What follows belongs to an exercise in optimizing a design on an open flow for small area and a short achievable clock period; a production flow would make more cautious choices.
No run shown here included a check of the RTL's function; only the layout flow was run.
Power and IR drop assume default switching activity.

==> design.v <==
module pfx_add #(parameter int N = 32) (
    input  logic [N-1:0] a,
    input  logic [N-1:0] b,
    input  logic         ci,
    output logic [N-1:0] s,
    output logic         co
);
    localparam int L = $clog2(N);
    logic [N-1:0] g [0:L];
    logic [N-1:0] p [0:L];
    logic [N-1:0] c;
    always_comb begin
        for (int i = 0; i < N; i++) begin
            g[0][i] = a[i] & b[i];
            p[0][i] = a[i] ^ b[i];
        end
        g[0][0] = (a[0] & b[0]) | ((a[0] ^ b[0]) & ci);
        for (int l = 1; l <= L; l++) begin
            for (int i = 0; i < N; i++) begin
                if (i >= (1 << (l - 1))) begin
                    g[l][i] = g[l-1][i] | (p[l-1][i] & g[l-1][i - (1 << (l - 1))]);
                    p[l][i] = p[l-1][i] & p[l-1][i - (1 << (l - 1))];
                end else begin
                    g[l][i] = g[l-1][i];
                    p[l][i] = p[l-1][i];
                end
            end
        end
        c[0] = ci;
        for (int i = 1; i < N; i++) c[i] = g[L][i-1];
        s  = p[0] ^ c;
        co = g[L][N-1];
    end
endmodule
module alu_add (
    input  logic [31:0] a,
    input  logic [31:0] b,
    input  logic        sub,
    output logic [32:0] s
);
    assign s = {1'b0, a} + {1'b0, b ^ {32{sub}}} + {32'b0, sub};
endmodule
module rf_rport (
    input  logic [991:0] regs,
    input  logic [4:0]   addr,
    output logic [31:0]  data
);
    logic [3:0] lo_n;
    logic [7:0] hi_n;
    always_comb begin
        for (int i = 0; i < 4; i++) lo_n[i] = ~(addr[1:0] == i[1:0]);
        for (int i = 0; i < 8; i++) hi_n[i] = ~(addr[4:2] == i[2:0]);
    end
    logic [31:0] sel;
    assign sel[0] = 1'b0;
    for (genvar k = 1; k < 32; k++) begin : g_sel
        cell_nor2 u_sel (.a(lo_n[k % 4]), .b(hi_n[k / 4]), .y(sel[k]));
    end
    for (genvar b = 0; b < 32; b++) begin : g_bit
        logic [10:0] t_n;
        logic [2:0]  t;
        for (genvar j = 0; j < 10; j++) begin : g_aoi
            cell_a222oi u_aoi (
                .a1(regs[32*(3*j)   + b]), .a2(sel[3*j+1]),
                .b1(regs[32*(3*j+1) + b]), .b2(sel[3*j+2]),
                .c1(regs[32*(3*j+2) + b]), .c2(sel[3*j+3]),
                .y(t_n[j]));
        end
        cell_nand2 u_aoi10 (.a(regs[32*30 + b]), .b(sel[31]), .y(t_n[10]));
        cell_nand4 u_n0 (.a(t_n[0]), .b(t_n[1]), .c(t_n[2]),  .d(t_n[3]), .y(t[0]));
        cell_nand4 u_n1 (.a(t_n[4]), .b(t_n[5]), .c(t_n[6]),  .d(t_n[7]), .y(t[1]));
        cell_nand3 u_n2 (.a(t_n[8]), .b(t_n[9]), .c(t_n[10]), .y(t[2]));
        cell_or3   u_o  (.a(t[0]), .b(t[1]), .c(t[2]), .y(data[b]));
    end
endmodule
module cell_nor2 (input logic a, b, output logic y);
    assign y = ~(a | b);
endmodule
module cell_a222oi (input logic a1, a2, b1, b2, c1, c2, output logic y);
    assign y = ~((a1 & a2) | (b1 & b2) | (c1 & c2));
endmodule
module cell_nand2 (input logic a, b, output logic y);
    assign y = ~(a & b);
endmodule
module cell_nand4 (input logic a, b, c, d, output logic y);
    assign y = ~(a & b & c & d);
endmodule
module cell_nand3 (input logic a, b, c, output logic y);
    assign y = ~(a & b & c);
endmodule
module cell_or3 (input logic a, b, c, output logic y);
    assign y = a | b | c;
endmodule
module classical_ctrl(
    input  logic        clk,
    input  logic        rst,
    input  logic [31:0] i_q_measurement,
    output logic        q_time_write,
    output logic        q_time_sel,
    output logic [1:0]  q_reg_write,
    output logic        q_slm,
    output logic        q_rot,
    output logic [31:0] q_inst,
    output logic [31:0] q_time_reg,
    output logic [4:0]  meas_rd_addr,
    output logic        pram_en,
    output logic        pram_rd_en,
    output logic [10:0] pram_addr,
    input  logic [31:0] instruction,
    output logic        dram_en,
    output logic        dram_rd_en,
    output logic        dram_wr_en,
    output logic [10:0] dram_addr,
    output logic [31:0] dram_din,
    input  logic [31:0] data_read,
    input  logic [31:0] start_sig,
    output logic [31:0] end_sig
);
    logic [6:0] op;
    logic [4:0] rd, rs1, rs2, rsb;
    assign op  = instruction[6:0];
    assign rd  = instruction[11:7];
    assign rs1 = instruction[19:15];
    assign rs2 = instruction[24:20];
    logic is_ldi, is_ldui, is_or, is_xor, is_and, is_not, is_add, is_sub;
    logic is_ld, is_st, is_cmp, is_fbr, is_fmr, is_br, is_jump, is_stop;
    logic is_qwait, is_qwaitr, is_smso, is_smsol, is_sito, is_sitol, is_rot;
    assign is_ldi    = (op == 7'b0101100);
    assign is_ldui   = (op == 7'b0010111);
    assign is_or     = (op == 7'b0011000);
    assign is_xor    = (op == 7'b0011001);
    assign is_and    = (op == 7'b0011010);
    assign is_not    = (op == 7'b0011011);
    assign is_add    = (op == 7'b0011110);
    assign is_sub    = (op == 7'b0011111);
    assign is_ld     = (op == 7'b0001001);
    assign is_st     = (op == 7'b0001010);
    assign is_cmp    = (op == 7'b0001101);
    assign is_fbr    = (op == 7'b0010100);
    assign is_fmr    = (op == 7'b0010101);
    assign is_br     = (op == 7'b0000001);
    assign is_jump   = (op == 7'b0000010);
    assign is_stop   = (op == 7'b0001000);
    assign is_qwait  = (op == 7'b1000000);
    assign is_qwaitr = (op == 7'b1000010);
    assign is_smso   = (op == 7'b1001000);
    assign is_smsol  = (op == 7'b1001010);
    assign is_sito   = (op == 7'b1001100);
    assign is_sitol  = (op == 7'b1001011);
    assign is_rot    = (op == 7'b1010011) || (op == 7'b1010100) || (op == 7'b1010101);
    assign rsb = is_ldui ? instruction[16:12] : rs2;
    logic [31:0] regs [1:31];
    logic [31:0] rdata_a, rdata_b;
    logic [31:0] wdata;
    logic        wen;
    logic [991:0] regs_flat;
    for (genvar i = 1; i < 32; i++) begin : g_flat
        assign regs_flat[32*(i-1) +: 32] = regs[i];
    end
    rf_rport u_rport_a (.regs(regs_flat), .addr(rs1), .data(rdata_a));
    rf_rport u_rport_b (.regs(regs_flat), .addr(rsb), .data(rdata_b));
    logic [31:0] wdata_r;
    assign wdata_r = rst ? 32'b0 : wdata;
    for (genvar i = 1; i < 32; i++) begin : g_reg
        always_ff @(posedge clk) begin
            if (rst || (wen && rd == i)) regs[i] <= wdata_r;
        end
    end
    logic        sub;
    logic [32:0] sum;
    assign sub = is_sub | is_cmp;
    alu_add u_add (.a(rdata_a), .b(rdata_b), .sub(sub), .s(sum));
    logic lt_u, lt_s, eq;
    assign lt_u = ~sum[32];
    assign lt_s = (rdata_a[31] ^ rdata_b[31]) ? rdata_a[31] : sum[31];
    assign eq   = (rdata_a == rdata_b);
    logic f_v, f_lts, f_ltu, f_eq;
    always_ff @(posedge clk) begin
        if (rst) begin
            f_v <= 1'b0; f_lts <= 1'b0; f_ltu <= 1'b0; f_eq <= 1'b0;
        end else if (is_cmp) begin
            f_v <= 1'b1; f_lts <= lt_s; f_ltu <= lt_u; f_eq <= eq;
        end
    end
    logic [11:0] flags;
    always_comb begin
        flags[0]  = f_v & ~f_lts & ~f_eq;
        flags[1]  = f_v & (f_lts | f_eq);
        flags[2]  = f_v & (~f_lts | f_eq);
        flags[3]  = f_v & f_lts & ~f_eq;
        flags[4]  = f_v & ~f_ltu & ~f_eq;
        flags[5]  = f_v & (f_ltu | f_eq);
        flags[6]  = f_v & (~f_ltu | f_eq);
        flags[7]  = f_v & f_ltu & ~f_eq;
        flags[8]  = f_v & ~f_eq;
        flags[9]  = f_v & f_eq;
        flags[10] = 1'b0;
        flags[11] = 1'b1;
    end
    assign wen = is_ldi | is_ldui | is_or | is_xor | is_and | is_not |
                 is_add | is_sub | is_ld | is_fbr | is_fmr;
    always_comb begin
        wdata = ({32{is_ldi}}  & {{12{instruction[31]}}, instruction[31:12]})
              | ({32{is_ldui}} & {instruction[31:17], rdata_b[16:0]})
              | ({32{is_or}}   & (rdata_a | rdata_b))
              | ({32{is_xor}}  & (rdata_a ^ rdata_b))
              | ({32{is_and}}  & (rdata_a & rdata_b))
              | ({32{is_not}}  & ~rdata_b)
              | ({32{is_add | is_sub}} & sum[31:0])
              | ({32{is_ld}}   & data_read)
              | ({32{is_fbr}}  & {20'b0, flags})
              | ({32{is_fmr}}  & i_q_measurement);
    end
    logic        e_reg;
    logic [10:0] pc;
    always_ff @(posedge clk) begin
        if (rst)          e_reg <= 1'b0;
        else if (is_stop) e_reg <= 1'b1;
    end
    logic        taken;
    logic [10:0] br_off, target;
    assign taken  = is_jump | (is_br & (rd < 5'd12) & flags[rd[3:0]]);
    assign br_off = is_jump ? instruction[17:7] : instruction[22:12];
    logic [10:0] pc_br, pc_inc;
    logic        pc_br_co;
    pfx_add #(.N(11)) u_br (.a(pc), .b(br_off), .ci(1'b0), .s(pc_br), .co(pc_br_co));
    assign pc_inc = pc + 11'd1;
    assign target = taken ? pc_br : pc_inc;
    always_ff @(posedge clk) begin
        if (rst)               pc <= 11'b0;
        else if (start_sig[0]) pc <= target;
    end
    logic run;
    assign run = start_sig[0] & ~e_reg;
    assign pram_en    = run;
    assign pram_rd_en = run;
    assign pram_addr  = target;
    assign dram_en    = run;
    assign dram_rd_en = run;
    assign dram_wr_en = is_st;
    logic        dram_co;
    pfx_add #(.N(11)) u_dadd (
        .a(rdata_a[10:0]),
        .b(is_st ? {instruction[30:25], instruction[11:7]} : instruction[30:20]),
        .ci(1'b0), .s(dram_addr), .co(dram_co)
    );
    assign dram_din   = rdata_b;
    assign end_sig    = {31'b0, e_reg};
    assign q_inst       = instruction;
    assign meas_rd_addr = {2'b0, instruction[13:11]};
    assign q_time_write = is_qwait | is_qwaitr;
    assign q_time_sel   = is_qwaitr;
    assign q_time_reg   = is_qwaitr ? rdata_a : 32'b0;
    assign q_reg_write  = {is_sito | is_sitol, is_smso | is_smsol | is_rot};
    assign q_slm        = is_smso;
    assign q_rot        = is_rot;
endmodule
==> run.sh <==
#!/bin/bash
# synth_recipe.tcl (not shown) runs the flow's synth.tcl, then flattens the netlist and writes it again
# the make line also repeats each setting of config.mk as NAME=value (left out here)
make -C /OpenROAD-flow-scripts/flow DESIGN_CONFIG=/design/flow/config.mk WORK_HOME=/design/flow/orfs CLKGATE_MAP_FILE= SYNTH_SCRIPT=/design/flow/synth_recipe.tcl finish
==> config.mk <==
export PLATFORM = sky130hd
export DESIGN_NAME = classical_ctrl
export DESIGN_NICKNAME = classical_ctrl
export VERILOG_FILES = /design/flow/design.v
export SDC_FILE = /design/flow/constraint.sdc
export NUM_CORES = 4
export LEC_CHECK = 0
export CAP_MARGIN = 20
export CORE_MARGIN = 2
export CORE_UTILIZATION = 40
export PLACE_DENSITY = 0.6
export SETUP_SLACK_MARGIN = 0.4
export SLEW_MARGIN = 20
export SYNTH_HIERARCHICAL = 1
export SYNTH_MINIMUM_KEEP_SIZE = 0
==> constraint.sdc <==
create_clock -name core_clock -period 10.0 [get_ports {clk}]
set_input_delay 2.0000 -clock core_clock [delete_from_list [all_inputs] [get_ports {clk}]]
set_output_delay 2.0000 -clock core_clock [all_outputs]
set_load 0.01 [all_outputs]
==> results of run 1 <==
[path summary, 6_finish.rpt]
| check | from | cells past startpoint | to | slack, ns |
|---|---|---|---|---|
| min reg2reg | pc[9] | 2 | pc[9] | 0.57 |
| min | pc[9] | 2 | pc[9] | 0.57 |
| max | instruction[0] | 23 | regs[2][26] | 0.51 |
| max reg2reg | regs[4][9] | 16 | regs[2][26] | 3.99 |
[stage by stage]
stage | std cells | hold slack (ns) | setup slack, ns
finish | 5404 | 0.567 | 0.507
global route | 5397 | 0.592 | 0.426
CTS | 5392 | 0.562 | 0.607
detailed placement | 5201 | 0.551 | 0.105
global placement | 5201 | 0.551 | 0.197
floorplan | 3341 | 0.460 | 1.10
[layer usage]
metal	track usage [%]	vias up	routed length (um)
met5	0	-	163
met4	16.1	24	11300
met3	9.79	449	31900
met2	45.8	3432	83600
met1	44.0	19400	74100
li1	-	15700	-
[worst register-to-register path: stages, from the launching register on]
cell and delay, ns:
edfxtp_1 0.38, a222oi_1 0.56, nand4_1 0.36, or3_1 0.70
ha_1 0.38, a21oi_1 0.34, o211ai_1 0.21, a41oi_1 0.35
nand3_1 0.27, o31ai_2 0.55, o221ai_1 0.25, xor2_1 0.18
nand2_1 0.07, o21ai_0 0.10, a221oi_1 0.08, a21oi_2 0.71
buf_4 0.34
[power groups by stage]
stage	Clock, mW	Combinational, mW	Sequential [mW]
2_1_floorplan	0	0.728	5.01
3_3_place_gp	0	1.43	5.02
3_5_place_dp	0	1.44	5.04
4_1_cts	3.77	1.44	4.95
5_1_grt	3.92	1.56	4.97
6_report	3.74	1.51	4.95
[area by class of cell]
cell class	count	area (um^2)
fillers	10300	60900
flip-flops and latches	1008	30100
multi-input cells	2078	16800
repair buffers	482	4220
clock buffers	124	2700
well taps	1536	1920
clock inverters	67	524
inverters	102	383
diodes	7	17.5
[what timing repair did]
item | CTS | global route
endpoints found under the setup margin | 0 | 1
buffers inserted | 0 | 3
hold buffers | 0 | 0
==> impl_metrics.toml, run 1 <==
[run_status]
outcome = "no timing/DRC/antenna violations"

[drt]
via_per_inst = 7.21
drc_errors = 0
first_iter_violations = 9616
wl_per_cell_um = 37.2
antenna_left = 0
vias = 39000
drtPass1Iterations = 15
totalWireLength_mm = 201

[setup_path]
crit_type = "in -> reg"
path_max_fanout = 32
endpoint_kind = "flip-flop"
cp_data_required_time_ns = 10.53
cp_data_arrival_time_ns = 10.02
worst_path_max_delay_cell = "nor2_4"
worstPathCellList = "clkdlybuf4s50_1 > and2_1 > and4_1 > mux2_2 > or3b_1 > nor2_4 > a222oi_1 > nand4_1 > or3_1 > mux2i_1 > fa_1 > nor2b_1 > o2111a_1 > o2111ai_1 > nand3_1 > o31ai_2 > o221ai_1 > xor2_1 > nand2_1 > o21ai_0 > a221oi_1 > a21oi_2 > buf_4"
crit_family = "simple AND/OR/NAND/NOR gates"
critPathBufInv = 2
startpoint_type = "input port"
max_stage_delay_ns = 0.94

[clocking]
cts.clk_slew.worst_paths_ns = 0.06
htree_levels = 3
clock-root-buffer = "clkbuf_16"
clk_latency_ns = 0.71
cts_sinks = 1008
cts_buffer_depth = 3
cts_resized = 0
cts_buffers = 105
cts_tree = "built"

[pwr]
leakagePower_nw = 20.1
clkPwrFrac_pct = 36.6
p_int_mw = 7.39
irDropWorstVdd_mv = 0.134
power-per-cell-area_mw_per_mm2 = 180
pwr-share-seq_pct = 48.5
sw_frac_of_total_pct = 27.6
power_mw = 10.2
p_comb_share_pct = 14.8
switching_power_mw = 2.81

[place]
place.gp.congestion = 1.05
hpwl_mm = 137
placed_cell_area_mm2 = 0.0534
portBuffers = 231

[final_layout]
final_core_util_pct = 48.2
largest_reg_flops = 992
final_net_count = 4031
top_register = "regs"
drive_gt1_share_pct = 14.8
area_growth_pct = 19.9
final_cell_mix = "edfxtp_1, a222oi_1, buf_4"
design_area_mm2 = 0.0567
top_regs = "regs (992), pc (11)"
layout.cells.most_common = "edfxtp_1"

[synthesis]
syn-cell-area_mm2 = 0.0473
ys_warn_count = 12
synthCells = 3307
postSynthAreaPerCell_um2 = 14.3

[sta]
finalCritPeriodShare_pct = 94.9
fmax_mhz = 105
skew_ns = 0.0319
rsz0062_at_grt = "no"
setup_violations = 0
relSlewSlack_pct = 13.4
tns_ns = 0
slew_viol_final = 0
worstMarginPinSlew_ns = 1.30
finalCriticalPeriod_ns = 9.49
finalHoldViolations = 0

[global_route]
grt_usage_pct = 32.0
grt_max_degree = 65
grt_pass1_vias = 36100
overflow = 0
grt_pass1_wl_mm = 276
antenna_found_initial = 17

[flow_run]
cap_violations = 0

[die]
dieArea_mm2 = 0.121
core_region_area_mm2 = 0.118
io_pins = 296
rows = 126
initial_core_util_pct = 40.2
die_h_um = 348
die_w_um = 348

[min_path]
hold_class = "reg -> reg"
==> run 2: changes to the inputs <==
==> flow/run.sh (new file) <==
#!/bin/bash
# Standard ORFS layout, with plain buffers (not delay cells) on the ports.
set -euo pipefail
export BUFFER_PORTS_ARGS="-buffer_cell sky130_fd_sc_hd__buf_2"
bash standard.sh finish > standard_flow.log 2>&1
==> standard.sh (new file) <==
#!/bin/bash
# synth_recipe.tcl (not shown) runs the flow's synth.tcl, then flattens the netlist and writes it again
# the make line also repeats each setting of config.mk as NAME=value (left out here)
make -C /OpenROAD-flow-scripts/flow DESIGN_CONFIG=/design/flow/config.mk WORK_HOME=/design/flow/orfs CLKGATE_MAP_FILE= SYNTH_SCRIPT=/design/flow/synth_recipe.tcl "${@:-finish}"
removed: run.sh
==> run 2 against run 1 <==
Net effect:
- still clean on timing, DRC and antenna
- die area did not move
- worst setup slack improved by 0.022 ns
- routed wire length decreased by 0.26%
- via count fell by 0.30%
- synthesized cell count unchanged
- core utilization is 1.2 points lower
- area after synthesis stayed put
- largest power group unchanged
==> impl_metrics.toml, run 2 <==
[run_status]
outcome = "no timing/DRC/antenna violations"

[clocking]
cts_resized = 0
cts.clk_slew.worst_paths_ns = 0.06
cts_sinks = 1008
cts_buffer_depth = 3
cts_tree = "built"
clk_latency_ns = 0.74
clock-root-buffer = "clkbuf_16"
cts_buffers = 105
postCtsHoldBufs = 0
htree_levels = 3
cts_setup_buffers = 0

[min_path]
hp-start = "pc[9]"
hold_class = "reg -> reg"

[final_layout]
drive_gt1_share_pct = 19.9
register_area_mm2 = 0.0301
top_regs = "regs (992), pc (11)"
nFillCells = 10400
area_growth_pct = 17.0
multi_input_area_mm2 = 0.0168
final_net_count = 3971
layout.cells.most_common = "edfxtp_1"
largest_reg_flops = 992
top_register = "regs"
final_cell_mix = "edfxtp_1, a222oi_1, buf_2"

[synthesis]
postSynthAreaPerCell_um2 = 14.3
synthCells = 3307
ys_warn_count = 12
syn-cell-area_mm2 = 0.0473

[setup_path]
cp_data_arrival_time_ns = 10.02
startpoint = "instruction[6]"
path_max_fanout = 19
cp_data_required_time_ns = 10.55
r2r-start = "regs[13][0]"
endpoint_kind = "flip-flop"
startpoint_type = "input port"
crit_type = "in -> reg"

[sta]
worst_slack_ns = 0.529
worstMarginPinSlew_ns = 1.22
finalCritPeriodShare_pct = 94.7
fmax_mhz = 106
skew_ns = 0.0725
slew_viol_final = 0
rsz0062_at_grt = "no"
setup_violations = 0
hold-worst-slack_ns = 0.575
tns_ns = 0
finalCriticalPeriod_ns = 9.47
relSlewSlack_pct = 18.3
finalHoldViolations = 0

[global_route]
grt_pass1_wl_mm = 273
grt_pass1_vias = 35500
grt_usage_pct = 31.9
grt_max_degree = 54
antenna_found_initial = 20
overflow = 0

[drt]
wl_met1_mm = 74.9
vias = 38800
wl_per_cell_um = 37.5
met2_length_mm = 81.0
drc_errors = 0
wl_met3_mm = 31.2
first_iter_violations = 9229
drtPass1Iterations = 14
via_per_inst = 7.26
routed.top_layer = "met5"
antenna_left = 0
totalWireLength_mm = 201

[pwr]
p_comb_share_pct = 13.8
p_int_mw = 7.44
power-per-cell-area_mw_per_mm2 = 186
leakagePower_nw = 20.0
switching_power_mw = 2.83
pwr-share-seq_pct = 48.2
sw_frac_of_total_pct = 27.6
power_mw = 10.3
clkPwrFrac_pct = 38.0
irDropWorstVdd_mv = 0.154

[die]
dieArea_mm2 = 0.121
core_region_area_mm2 = 0.118
io_pins = 296
die_h_um = 348
initial_core_util_pct = 40.2
die_w_um = 348
rows = 126

[place]
place.gp.congestion = 1.05
hpwl_mm = 135
portBuffers = 231
post-place-ws_ns = 0.0483

[flow_run]
cap_violations = 0
## run 2: power groups by stage
stage,Combinational (mW),Clock [mW],Sequential (mW)
after global routing,1.46,4.09,4.97
after detailed placement,1.35,0,5.04
after floorplan,0.728,0,5.01
after CTS,1.36,3.94,4.95
after global placement,1.34,0,5.02
final,1.42,3.90,4.95
## run 2: cell type report
type                            instances  area share [%]
Sequential cell                      1008            54.4
Multi-Input combinational cell       2078            30.4
Clock buffer                          129            4.95
Timing Repair Buffer                  422            4.80
Tap cell                             1536            3.47
Clock inverter                         64            1.23
Inverter                              102           0.692
Antenna cell                            7          0.0317
## run 2: routing by layer
metal,vias to the layer above,track usage (%)
met1,19200,44.5
met3,537,9.29
met5,-,0
met4,8,17.8
met2,3498,44.2
li1,15600,-
## run 2: final timing paths
path            endpoint  depth (start not counted)  slack, ns
min                pc[9]                          2       0.58
min reg2reg        pc[9]                          2       0.58
max          regs[2][21]                         22       0.53
max reg2reg  regs[4][26]                         17       4.16
## run 2: stage by stage
step / util [%] / std cells / cell area, um^2
6_report: 47.0 / 5346 / 55300
5_1_grt: 47.0 / 5339 / 55300
4_1_cts: 47.0 / 5338 / 55300
3_5_place_dp: 44.1 / 5145 / 51800
3_3_place_gp: 44.1 / 5145 / 51800
2_1_floorplan: - / 3341 / 47400
## run 2: worst max-delay path, stage by stage
cell	delay, ns
buf_2	0.10
nor2_1	0.61
and4_1	0.56
mux2_2	0.48
or3b_1	0.45
nor2_4	0.23
buf_4	0.30
a222oi_1	0.45
nand4_1	0.34
or3_1	0.72
xor2_1	0.24
ha_1	0.39
a211oi_1	0.37
nand2_1	0.16
nor3_2	0.35
nor4_1	0.14
nor3_1	0.62
nor2_1	0.13
xor2_1	0.16
a221oi_1	0.11
a31oi_2	0.68
buf_4	0.35

re-timing with driven ports:
How much do the figures lean on ideal ports? The routed layouts below were timed once more, with nothing changed but the port constraints. Step 1: set_driving_cell puts a clkbuf_16 on clk and a buf_2 on each other input, an assumption about the parent block. Step 2 adds t to the input delays and takes it off the output delays; t is the mean of the earliest and latest rising clock arrival at the registers after step 1. Input paths then give back, and output paths get back, about the clock's delay inside the block. Three values: ideal, step 1, step 2; two values: the first two.
run	t, ns	setup WS [ns]	hold slack, ns	worst setup path at the end
run 1	0.770	0.507 / 0.514 / -0.219	0.567 / 0.567 / 0.567	input to register
run 2	0.776	0.529 / 0.580 / -0.196	0.575 / 0.575 / 0.575	input to register
With both steps, setup timing fails in run 1 and run 2, where it was met with ideal ports. The setup slack of run 1, which loses most, moves by +0.007 ns with the drivers and by -0.726 ns with both steps.
